This is an optimization exercise on Yosys and OpenROAD, whose aim is small area, a short achievable clock period and few clock cycles per item, not a production implementation. Only simulation tests tie the RTL to the original design; equivalence was not proved.

run A:
Design imc, start of the top module:
module imc
  #(parameter INPUT_W = 16,
    parameter OUTPUT_W = 16)
(
    input  logic                   clk,
    input  logic                   rst_n,
    input  logic                   start,
    input  logic [INPUT_W-1:0]     aIn,
    input  logic [INPUT_W-1:0]     bIn,
    input  logic [INPUT_W-1:0]     cIn,
    input  logic [INPUT_W-1:0]     dIn,
    output logic                   ready,
    output logic [OUTPUT_W-1:0]    aOut,
    output logic [OUTPUT_W-1:0]    bOut,
    output logic [OUTPUT_W-1:0]    cOut,
    output logic [OUTPUT_W-1:0]    dOut,
    output logic                   aOut_sign,
    output logic                   bOut_sign,
    output logic                   cOut_sign,
    output logic                   dOut_sign
);
For scale: roughly 2300 cells after synthesis, roughly 45 flip-flops, roughly 22000 sq um of cells after synthesis.
Settings: LEC_CHECK=0, CAP_MARGIN=20, CORE_MARGIN=2, CORE_UTILIZATION=60, SETUP_SLACK_MARGIN=3, SLEW_MARGIN=20, SYNTH_HIERARCHICAL=1; clock period 11.0 ns.
standard.sh (not shown) runs the stock make flow with config.mk's settings and CLKGATE_MAP_FILE= SYNTH_SCRIPT=/design/flow/synth_recipe.tcl, a recipe that flattens the netlist after the stock synthesis.
==> flow/flow/run.sh <==
#!/bin/bash
# The standard layout (the standard.sh, all ORFS steps from synthesis
# to finish), except that buffer_ports puts a buf_2 on every input and
# output port instead of the cell it picks on its own (a slow delay cell,
# clkdlybuf4s50_1). Timing repair still resizes port buffers as it needs.
# make's output goes to flow_make.log; ORFS keeps each step's log under
# orfs/logs.
set -euo pipefail
bash standard.sh "BUFFER_PORTS_ARGS=-buffer_cell sky130_fd_sc_hd__buf_2" finish > flow_make.log 2>&1
Testbench counts of run A, summed over its fixed seeds: cycles 3,200, items 3,200.
## Diff of input files: run B against run A
--- a/flow/design.v
+++ b/flow/design.v
@@ -1053,24 +1053,24 @@
   assign dy = {t978, t976, t975, t970, t969, t964, t961, t960, t955, t954, t951, t948, t945, t942, t939, t936, tcy_bc};
   assign cp = tcy_ad;
   logic [15:0] nA, nB, nC, nD;
   assign nA = -dIn;
   assign nB = -bIn;
   assign nC = -cIn;
   assign nD = -aIn;
-  logic [16:0] dxr, dyr, diff;
+  logic [16:0] dxv, dyv, diff;
   logic        det_sign;
-  assign dxr      = {1'b0, ~dx[15], ~dx[14], ~dx[13], ~dx[12], ~dx[11], ~dx[10], ~dx[9], ~dx[8], ~dx[7], ~dx[6], ~dx[5], ~dx[4], ~dx[3], ~dx[2], ~dx[1], ~dx[0]};
-  assign dyr      = {~dy[16], ~dy[15], ~dy[14], ~dy[13], ~dy[12], ~dy[11], ~dy[10], ~dy[9], ~dy[8], ~dy[7], ~dy[6], ~dy[5], ~dy[4], ~dy[3], ~dy[2], ~dy[1], dy[0]};
-  assign diff     = ~(dxr + dyr + {16'd0, ~cp});
+  assign dxv      = {1'b1, dx[15], dx[14], dx[13], dx[12], dx[11], dx[10], dx[9], dx[8], dx[7], dx[6], dx[5], dx[4], dx[3], dx[2], dx[1], dx[0]};
+  assign dyv      = {dy[16], dy[15], dy[14], dy[13], dy[12], dy[11], dy[10], dy[9], dy[8], dy[7], dy[6], dy[5], dy[4], dy[3], dy[2], dy[1], ~dy[0]};
+  assign diff     = dxv + dyv + {16'd0, cp};
   assign det_sign = diff[16];
   logic [16:4] dvw, yvw, pw;
   logic        up0, up1;
-  assign dvw = ~dxr[16:4];
-  assign yvw = ~dyr[16:4];
+  assign dvw = dxv[16:4];
+  assign yvw = dyv[16:4];
   assign pw  = dvw ^ yvw;
   assign up0 = (pw[16:5] == (dvw[15:4] | yvw[15:4]));
   assign up1 = (~pw[16:5] == (dvw[15:4] & yvw[15:4]));
   logic        ready_r;
   logic [4:0]  lo_r;        
   logic        up0_r, up1_r, dsign_r;
   logic [7:0]  mA_r, mB_r, mC_r, mD_r;
Notes after the runs:
Run A went all the way through the flow, and no timing, DRC or antenna check failed. Both conditions hold for run B: the flow ran to the end and the final layout passed the timing, design-rule and antenna checks. Looking at worst setup timing slack at the placement stage across run B and run A, the one that comes out higher is run A. | clock distribution area overhead in the final layout | run B vs run A | 0.21 points higher |. For post-route cell area, run B and run A come out practically identical. Diff run A -> run B: slack of the critical path now larger. Run A → run B: final cell count decreased by 1.3% relative to the old numbers, area occupied by multi-input gates decreased 63 sq um, share of cell area taken by flip-flops and latches stayed essentially flat.
Testbench counts of run B, summed over its fixed seeds: cycles 3,200, items 3,200.

* * *

Setup of old:
Another version of the RTL of imc (not shown whole).
Size in the first run: about 2200 cells after synthesis, roughly 140 I/O pins.
==> flow/config.mk <==
export PLATFORM = sky130hd
export DESIGN_NAME = imc
export DESIGN_NICKNAME = imc
export VERILOG_FILES = /design/flow/design.v
export SDC_FILE = /design/flow/constraint.sdc
export NUM_CORES = 4
export LEC_CHECK = 0
export CAP_MARGIN = 20
export CORE_MARGIN = 2
export CORE_UTILIZATION = 60
export PLACE_DENSITY = 0.75
export SETUP_SLACK_MARGIN = 3
export SLEW_MARGIN = 20
export SYNTH_HIERARCHICAL = 1
==> flow/constraint.sdc <==
create_clock -name core_clock -period 11.0 [get_ports {clk}]
set_input_delay 2.2000 -clock core_clock [delete_from_list [all_inputs] [get_ports {clk}]]
set_output_delay 2.2000 -clock core_clock [all_outputs]
set_load 0.01 [all_outputs]
Scripts as last shown in full above: flow/flow/run.sh
Testbench counts of old, summed over its fixed seeds: cycles 3,200, items 3,200.
## Diff of input files: new against old
--- a/flow/design.v
+++ b/flow/design.v
@@ -1122,26 +1122,23 @@
     assign mD[i]   = aIn[8+i] ^ aIn[15] ^ cD[i];
     assign cD[i+1] = cD[i] & ~aIn[8+i];
   end
   logic [16:0] dxv, dyv, diff;
   logic        det_sign;
   assign dxv      = {1'b1, dx[15], dx[14], dx[13], dx[12], dx[11], dx[10], dx[9], dx[8], dx[7], dx[6], dx[5], dx[4], dx[3], dx[2], dx[1], dx[0]};
   assign dyv      = {dy[16], dy[15], dy[14], dy[13], dy[12], dy[11], dy[10], dy[9], dy[8], dy[7], dy[6], dy[5], dy[4], dy[3], dy[2], dy[1], ~dy[0]};
-  wire dl_b0c = (dx[0] & ~dy[0]) | (dx[0] & cp) | (~dy[0] & cp);
-  wire [2:0] dl_p = {dx[3], dx[2], dx[1]} ^ {dy[3], dy[2], dy[1]};
-  wire [2:0] dl_g = {dx[3], dx[2], dx[1]} & {dy[3], dy[2], dy[1]};
-  wire dl_G1_0 = dl_g[1] | (dl_p[1] & dl_g[0]);
-  wire dl_P1_0 = dl_p[1] & dl_p[0];
+  wire [4:0] dl_p = {dx[4], dx[3], dx[2], dx[1], dx[0]} ^ {dy[4], dy[3], dy[2], dy[1], ~dy[0]};
+  wire [4:0] dl_g = {dx[4], dx[3], dx[2], dx[1], dx[0]} & {dy[4], dy[3], dy[2], dy[1], ~dy[0]};
+  wire dl_G1_0 = dl_g[1] | (dl_p[1] & (dl_g[0] | (dl_p[0] & cp)));
+  wire dl_G3_2 = dl_g[3] | (dl_p[3] & dl_g[2]);
+  wire dl_P3_2 = dl_p[3] & dl_p[2];
   wire dl_G2_0 = dl_g[2] | (dl_p[2] & dl_G1_0);
-  wire dl_P2_0 = dl_p[2] & dl_P1_0;
-  wire dl_c1 = dl_g[0] | (dl_p[0] & dl_b0c);
-  wire dl_c2 = dl_G1_0 | (dl_P1_0 & dl_b0c);
-  wire dl_c3 = dl_G2_0 | (dl_P2_0 & dl_b0c);
-  assign diff     = {12'd0, (dx[4] ^ dy[4] ^ dl_c3), (dl_p[2] ^ dl_c2), (dl_p[1] ^ dl_c1), (dl_p[0] ^ dl_b0c), (dx[0] ^ ~dy[0] ^ cp)};
-  wire dl_G3_0 = dl_c3;
+  wire dl_G3_0 = dl_G3_2 | (dl_P3_2 & dl_G1_0);
+  wire dl_G4_0 = dl_g[4] | (dl_p[4] & dl_G3_0);
+  assign diff     = {12'd0, (dl_p[4] ^ dl_G3_0), (dl_p[3] ^ dl_G2_0), (dl_p[2] ^ dl_G1_0), (dl_p[1] ^ (dl_g[0] | (dl_p[0] & cp))), (dl_p[0] ^ cp)};
   logic        c4, ghi, phi;
   assign c4       = dl_G3_0;
   wire [11:0] gh_p = {dxv[15], dxv[14], dxv[13], dxv[12], dxv[11], dxv[10], dxv[9], dxv[8], dxv[7], dxv[6], dxv[5], dxv[4]} | {dyv[15], dyv[14], dyv[13], dyv[12], dyv[11], dyv[10], dyv[9], dyv[8], dyv[7], dyv[6], dyv[5], dyv[4]};
   wire [11:0] gh_g = {dxv[15], dxv[14], dxv[13], dxv[12], dxv[11], dxv[10], dxv[9], dxv[8], dxv[7], dxv[6], dxv[5], dxv[4]} & {dyv[15], dyv[14], dyv[13], dyv[12], dyv[11], dyv[10], dyv[9], dyv[8], dyv[7], dyv[6], dyv[5], dyv[4]};
   wire gh_G2_1 = gh_g[2] | (gh_p[2] & gh_g[1]);
   wire gh_P2_1 = gh_p[2] & gh_p[1];
   wire gh_G2_0 = gh_G2_1 | (gh_P2_1 & gh_g[0]);
[summary]
new gives more number of unique standard cell types used by synthesis than old did. Going from old to new, via count of the first global-routing pass now sits higher; number of standard cells in the final layout excluding fillers dropped 0.76%; signed area change from the synthesized netlist to the final layout has increased; final critical-path required period up 0.20 ns. Sequential share of layout area across new and old: no real change. new was carried through to the last stage, and its layout satisfied the timing, design-rule and antenna checks. new has worst setup timing slack at the placement stage above what old had.
Testbench counts of new, summed over its fixed seeds: cycles 3,200, items 3,200.

* * *

== the reference run ==
Another version of the RTL of imc (not shown whole).
For scale: about 2,300 cells after synthesis.
export LEC_CHECK = 0
export CAP_MARGIN = 20
export CORE_MARGIN = 2
export CORE_UTILIZATION = 60
export SETUP_SLACK_MARGIN = 3
export SLEW_MARGIN = 20
export SYNTH_HIERARCHICAL = 1
create_clock -name core_clock -period 11.0 [get_ports {clk}]
Scripts as last shown in full above: flow/flow/run.sh
Testbench counts of the reference run, summed over its fixed seeds: cycles 3,200, items 3,200.
The inputs of the trial run differ from those of the reference run as listed below.
--- a/flow/design.v
+++ b/flow/design.v
@@ -1,52 +1,37 @@
 module fa (input logic a, b, c, output logic s, co);
   assign s  = a ^ b ^ c;
   assign co = (a & b) | (a & c) | (b & c);
 endmodule
 module ha (input logic a, b, output logic s, co);
   assign s  = a ^ b;
   assign co = a & b;
 endmodule
-module reciprocal ( input  logic [4:0] x,
+module reciprocal ( input  logic [3:0] x,
                     output logic [8:0] y);
     always_comb begin
         case (x)
-            5'h01: y = 9'h100;   
-            5'h02: y = 9'h080;   
-            5'h03: y = 9'h055;   
-            5'h04: y = 9'h040;   
-            5'h05: y = 9'h033;   
-            5'h06: y = 9'h02A;   
-            5'h07: y = 9'h024;   
-            5'h08: y = 9'h020;   
-            5'h09: y = 9'h01C;   
-            5'h0A: y = 9'h019;   
-            5'h0B: y = 9'h017;   
-            5'h0C: y = 9'h015;   
-            5'h0D: y = 9'h013;   
-            5'h0E: y = 9'h012;   
-            5'h0F: y = 9'h011;   
-            5'h11: y = 9'h011;   
-            5'h12: y = 9'h012;   
-            5'h13: y = 9'h013;   
-            5'h14: y = 9'h015;   
-            5'h15: y = 9'h017;   
-            5'h16: y = 9'h019;   
-            5'h17: y = 9'h01C;   
-            5'h18: y = 9'h020;   
-            5'h19: y = 9'h024;   
-            5'h1A: y = 9'h02A;   
-            5'h1B: y = 9'h033;   
-            5'h1C: y = 9'h040;   
-            5'h1D: y = 9'h055;   
-            5'h1E: y = 9'h080;   
-            5'h1F: y = 9'h100;   
+            4'h1: y = 9'h100;
+            4'h2: y = 9'h080;
+            4'h3: y = 9'h055;
+            4'h4: y = 9'h040;
+            4'h5: y = 9'h033;
+            4'h6: y = 9'h02A;
+            4'h7: y = 9'h024;
+            4'h8: y = 9'h020;
+            4'h9: y = 9'h01C;
+            4'hA: y = 9'h019;
+            4'hB: y = 9'h017;
+            4'hC: y = 9'h015;
+            4'hD: y = 9'h013;
+            4'hE: y = 9'h012;
+            4'hF: y = 9'h011;
             default: y = 9'h000;
         endcase
     end
 endmodule
 module imc
   #(parameter INPUT_W = 16,
     parameter OUTPUT_W = 16)
 (
     input  logic                   clk,
     input  logic                   rst_n,
@@ -1088,25 +1073,27 @@
       mA_r <= dIn[15] ? nA[15:8] : dIn[15:8];
       mB_r <= bIn[15] ? nB[15:8] : bIn[15:8];
       mC_r <= cIn[15] ? nC[15:8] : cIn[15:8];
       mD_r <= aIn[15] ? nD[15:8] : aIn[15:8];
       sA_r <= dIn[15];
       sB_r <= bIn != 16'd0;
       sC_r <= cIn != 16'd0;
       sD_r <= aIn[15];
     end
   end
-  logic        inrange;
-  logic [8:0]  r, rlut;
-  assign inrange = lo_r[4] ? up1_r : up0_r;
-  reciprocal u_recip (.x(lo_r), .y(rlut));
-  assign r = {9{inrange}} & rlut;
+  logic        all0, all1;
+  logic [8:0]  r, rpos, rneg;
+  assign all0 = up0_r & ~lo_r[4];
+  assign all1 = up1_r & lo_r[4];
+  reciprocal u_rpos (.x(lo_r[3:0]), .y(rpos));
+  reciprocal u_rneg (.x(-lo_r[3:0]), .y(rneg));
+  assign r = ({9{all0}} & rpos) | ({9{all1}} & rneg);
   logic [15:0] oax, oay, obx, oby, ocx, ocy, odx, ody;
   wire oa_1, oa_2;
   fa u_oa_1 (.a(~(mA_r[0] & r[4])), .b(~(mA_r[1] & r[3])), .c(1'b1), .s(oa_1), .co(oa_2));
   wire oa_3, oa_4;
   fa u_oa_3 (.a(~(mA_r[1] & r[4])), .b(~(mA_r[2] & r[3])), .c(~(mA_r[3] & r[2])), .s(oa_3), .co(oa_4));
   wire oa_5, oa_6;
   fa u_oa_5 (.a(~(mA_r[4] & r[1])), .b(~(mA_r[5] & r[0])), .c(1'b1), .s(oa_5), .co(oa_6));
   wire oa_7, oa_8;
   fa u_oa_7 (.a(~(mA_r[2] & r[4])), .b(~(mA_r[3] & r[3])), .c(~(mA_r[4] & r[2])), .s(oa_7), .co(oa_8));
   wire oa_9, oa_10;
Tightest hold margin delta (the trial run − the reference run): favourable. Between the trial run and the reference run, the post-DP HPWL figures differ only marginally. Summary of the trial run over the reference run: final core utilization saw an increase; placed cell area saw an increase; wire length saw an increase; overall routing resource usage saw an increase. Diff the reference run -> the trial run: final design area excluding fillers up 3.4%, number of detailed-routing iterations run before antenna repair up 1. Looking only at synthesis-to-layout area growth, and setting everything else aside, the lower value of the reference run and the trial run goes to the reference run. Between the reference run and the trial run, critical path depth is lower for the trial run, the reference run comes in above that. The trial run — number of global-route vias before repair 178 lower, the reference run as reference. Delta (the trial run minus the reference run): x dimension of the die rose by about 0.5%; count of multi-input gates stayed essentially flat.
Testbench counts of the trial run, summed over its fixed seeds: cycles 3,200, items 3,200.

* * *

imc, a different RTL version from the one above (not shown whole).
Size in the first run: about 2100 cells after synthesis, roughly 45 flip-flops, about 140 I/O pins.
==> flow/design.v (excerpt) <==
module imc
  #(parameter INPUT_W = 16,
    parameter OUTPUT_W = 16)
(
    input  logic                   clk,
    input  logic                   rst_n,
    input  logic                   start,
    input  logic [INPUT_W-1:0]     aIn,
    input  logic [INPUT_W-1:0]     bIn,
    input  logic [INPUT_W-1:0]     cIn,
    input  logic [INPUT_W-1:0]     dIn,
    output logic                   ready,
    output logic [OUTPUT_W-1:0]    aOut,
    output logic [OUTPUT_W-1:0]    bOut,
    output logic [OUTPUT_W-1:0]    cOut,
    output logic [OUTPUT_W-1:0]    dOut,
    output logic                   aOut_sign,
    output logic                   bOut_sign,
    output logic                   cOut_sign,
    output logic                   dOut_sign
);
export LEC_CHECK = 0
export CAP_MARGIN = 20
export CORE_MARGIN = 2
export CORE_UTILIZATION = 60
export SETUP_SLACK_MARGIN = 3
export SLEW_MARGIN = 20
export SYNTH_HIERARCHICAL = 1
create_clock -name core_clock -period 11.0 [get_ports {clk}]
Scripts as last shown in full above: flow/flow/run.sh
Testbench counts at the start, summed over its fixed seeds: cycles 3,200, items 3,200.
Rerun with:
--- a/flow/design.v
+++ b/flow/design.v
@@ -1099,25 +1099,36 @@
   wire t972, t973;
   fa u_t972 (.a(t971), .b(t927), .c(t925), .s(t972), .co(t973));
   wire t974 = ~t882;
   wire t975, t976;
   fa u_t975 (.a(t974), .b(t930), .c(t928), .s(t975), .co(t976));
   wire t977, t978;
   ha u_t977 (.a(t887), .b(t931), .s(t977), .co(t978));
   assign dx = {1'b1, t977, t973, t972, t967, t966, t963, t958, t957, t952, t949, t946, t943, t940, t937, t934, t933};
   assign dy = {t978, t976, t975, t970, t969, t964, t961, t960, t955, t954, t951, t948, t945, t942, t939, t936, tcy_bc};
   assign cp = tcy_ad;
-  logic [15:0] nA, nB, nC, nD;
-  assign nA = -dIn;
-  assign nB = -bIn;
-  assign nC = -cIn;
-  assign nD = -aIn;
+  logic [7:0]  mA, mB, mC, mD;
+  logic [8:0]  cA, cB, cC, cD;
+  assign cA[0] = dIn[15] & ~|dIn[7:0];
+  assign cB[0] = bIn[15] & ~|bIn[7:0];
+  assign cC[0] = cIn[15] & ~|cIn[7:0];
+  assign cD[0] = aIn[15] & ~|aIn[7:0];
+  for (genvar i = 0; i < 8; i++) begin : g_mag
+    assign mA[i]   = dIn[8+i] ^ dIn[15] ^ cA[i];
+    assign cA[i+1] = cA[i] & ~dIn[8+i];
+    assign mB[i]   = bIn[8+i] ^ bIn[15] ^ cB[i];
+    assign cB[i+1] = cB[i] & ~bIn[8+i];
+    assign mC[i]   = cIn[8+i] ^ cIn[15] ^ cC[i];
+    assign cC[i+1] = cC[i] & ~cIn[8+i];
+    assign mD[i]   = aIn[8+i] ^ aIn[15] ^ cD[i];
+    assign cD[i+1] = cD[i] & ~aIn[8+i];
+  end
   logic [16:0] dxv, dyv, diff;
   logic        det_sign;
   assign dxv      = {1'b1, dx[15], dx[14], dx[13], dx[12], dx[11], dx[10], dx[9], dx[8], dx[7], dx[6], dx[5], dx[4], dx[3], dx[2], dx[1], dx[0]};
   assign dyv      = {dy[16], dy[15], dy[14], dy[13], dy[12], dy[11], dy[10], dy[9], dy[8], dy[7], dy[6], dy[5], dy[4], dy[3], dy[2], dy[1], ~dy[0]};
   assign diff     = dxv + dyv + {16'd0, cp};
   logic        c4, ghi, phi;
   logic [12:0] shi;
   assign c4       = diff[4] ^ dxv[4] ^ dyv[4];
   assign shi      = {1'b0, dxv[15:4]} + {1'b0, dyv[15:4]};
   assign ghi      = shi[12];
@@ -1138,24 +1149,24 @@
   always_ff @(posedge clk or negedge rst_n) begin
     if (!rst_n) ready_r <= 1'b0;
     else        ready_r <= 1'b1;
   end
   always_ff @(posedge clk) begin
     if (start) begin
       lo_r    <= diff[4:0];
       up0_r   <= up0;
       up1_r   <= up1;
       dsign_r <= det_sign;
-      mA_r <= dIn[15] ? nA[15:8] : dIn[15:8];
-      mB_r <= bIn[15] ? nB[15:8] : bIn[15:8];
-      mC_r <= cIn[15] ? nC[15:8] : cIn[15:8];
-      mD_r <= aIn[15] ? nD[15:8] : aIn[15:8];
+      mA_r <= mA;
+      mB_r <= mB;
+      mC_r <= mC;
+      mD_r <= mD;
       sA_r <= dIn[15];
       sB_r <= bIn != 16'd0;
       sC_r <= cIn != 16'd0;
       sD_r <= aIn[15];
     end
   end
   logic        inrange;
   logic [8:0]  r, rlut;
   assign inrange = lo_r[4] ? up1_r : up0_r;
   reciprocal u_recip (.x(lo_r), .y(rlut));
Result:
- via count drops by 0.37%
- count of clock-buffer cells in the layout stays the same
- wire length barely changes
- global-route usage climbs by 0.20 points
- worst setup slack degrades by 0.017 ns
- cell area hardly moves
- critical path depth drops by 2
- final cell count hardly moves
- sequential cell count stays the same
- worst hold slack degrades by 0.0057 ns
- die area drops by 0.40%
Testbench counts after the change, summed over its fixed seeds: cycles 3,200, items 3,200.

==> re-timing with driven ports <==
How much do the figures lean on ideal ports? The routed layouts below were timed once more, with nothing changed but the port constraints. Step 1 (the two cells are an assumption about what drives the block):
set clk [get_ports {clk}]
set_driving_cell -lib_cell sky130_fd_sc_hd__clkbuf_16 $clk
set_driving_cell -lib_cell sky130_fd_sc_hd__buf_2 [delete_from_list [all_inputs] $clk]
Step 2 moves the port delays by t, midway between the first and last clock arrival at a register: inputs arrive t later, outputs are due t later. That takes back most of the time a late clock gives input paths. Three values: ideal ports, drivers, drivers and shift; two values: the first two.
run	t (ns)	setup WS [ns]	worst setup path at the end
run A	0.348	3.118 / 3.144 / 2.796	input to register
run B	0.336	3.154 / 3.179 / 2.843	input to register
old	0.323	3.106 / 3.112 / 2.790	input to register
new	0.322	2.907 / 2.893 / 2.571	input to register
the reference run	0.337	3.178 / 3.142 / 2.835	input to register
the trial run	0.337	3.198 / 3.172 / 2.854	input to register
the first run of note 4	0.323	3.109 / 3.087 / 2.764	input to register
the second run of note 4	0.336	3.092 / 3.070 / 2.734	input to register
After both steps setup and hold are still met in every run listed. The setup slack of the second run of note 4, which loses most, moves by -0.022 ns with the drivers and by -0.358 ns with both steps.
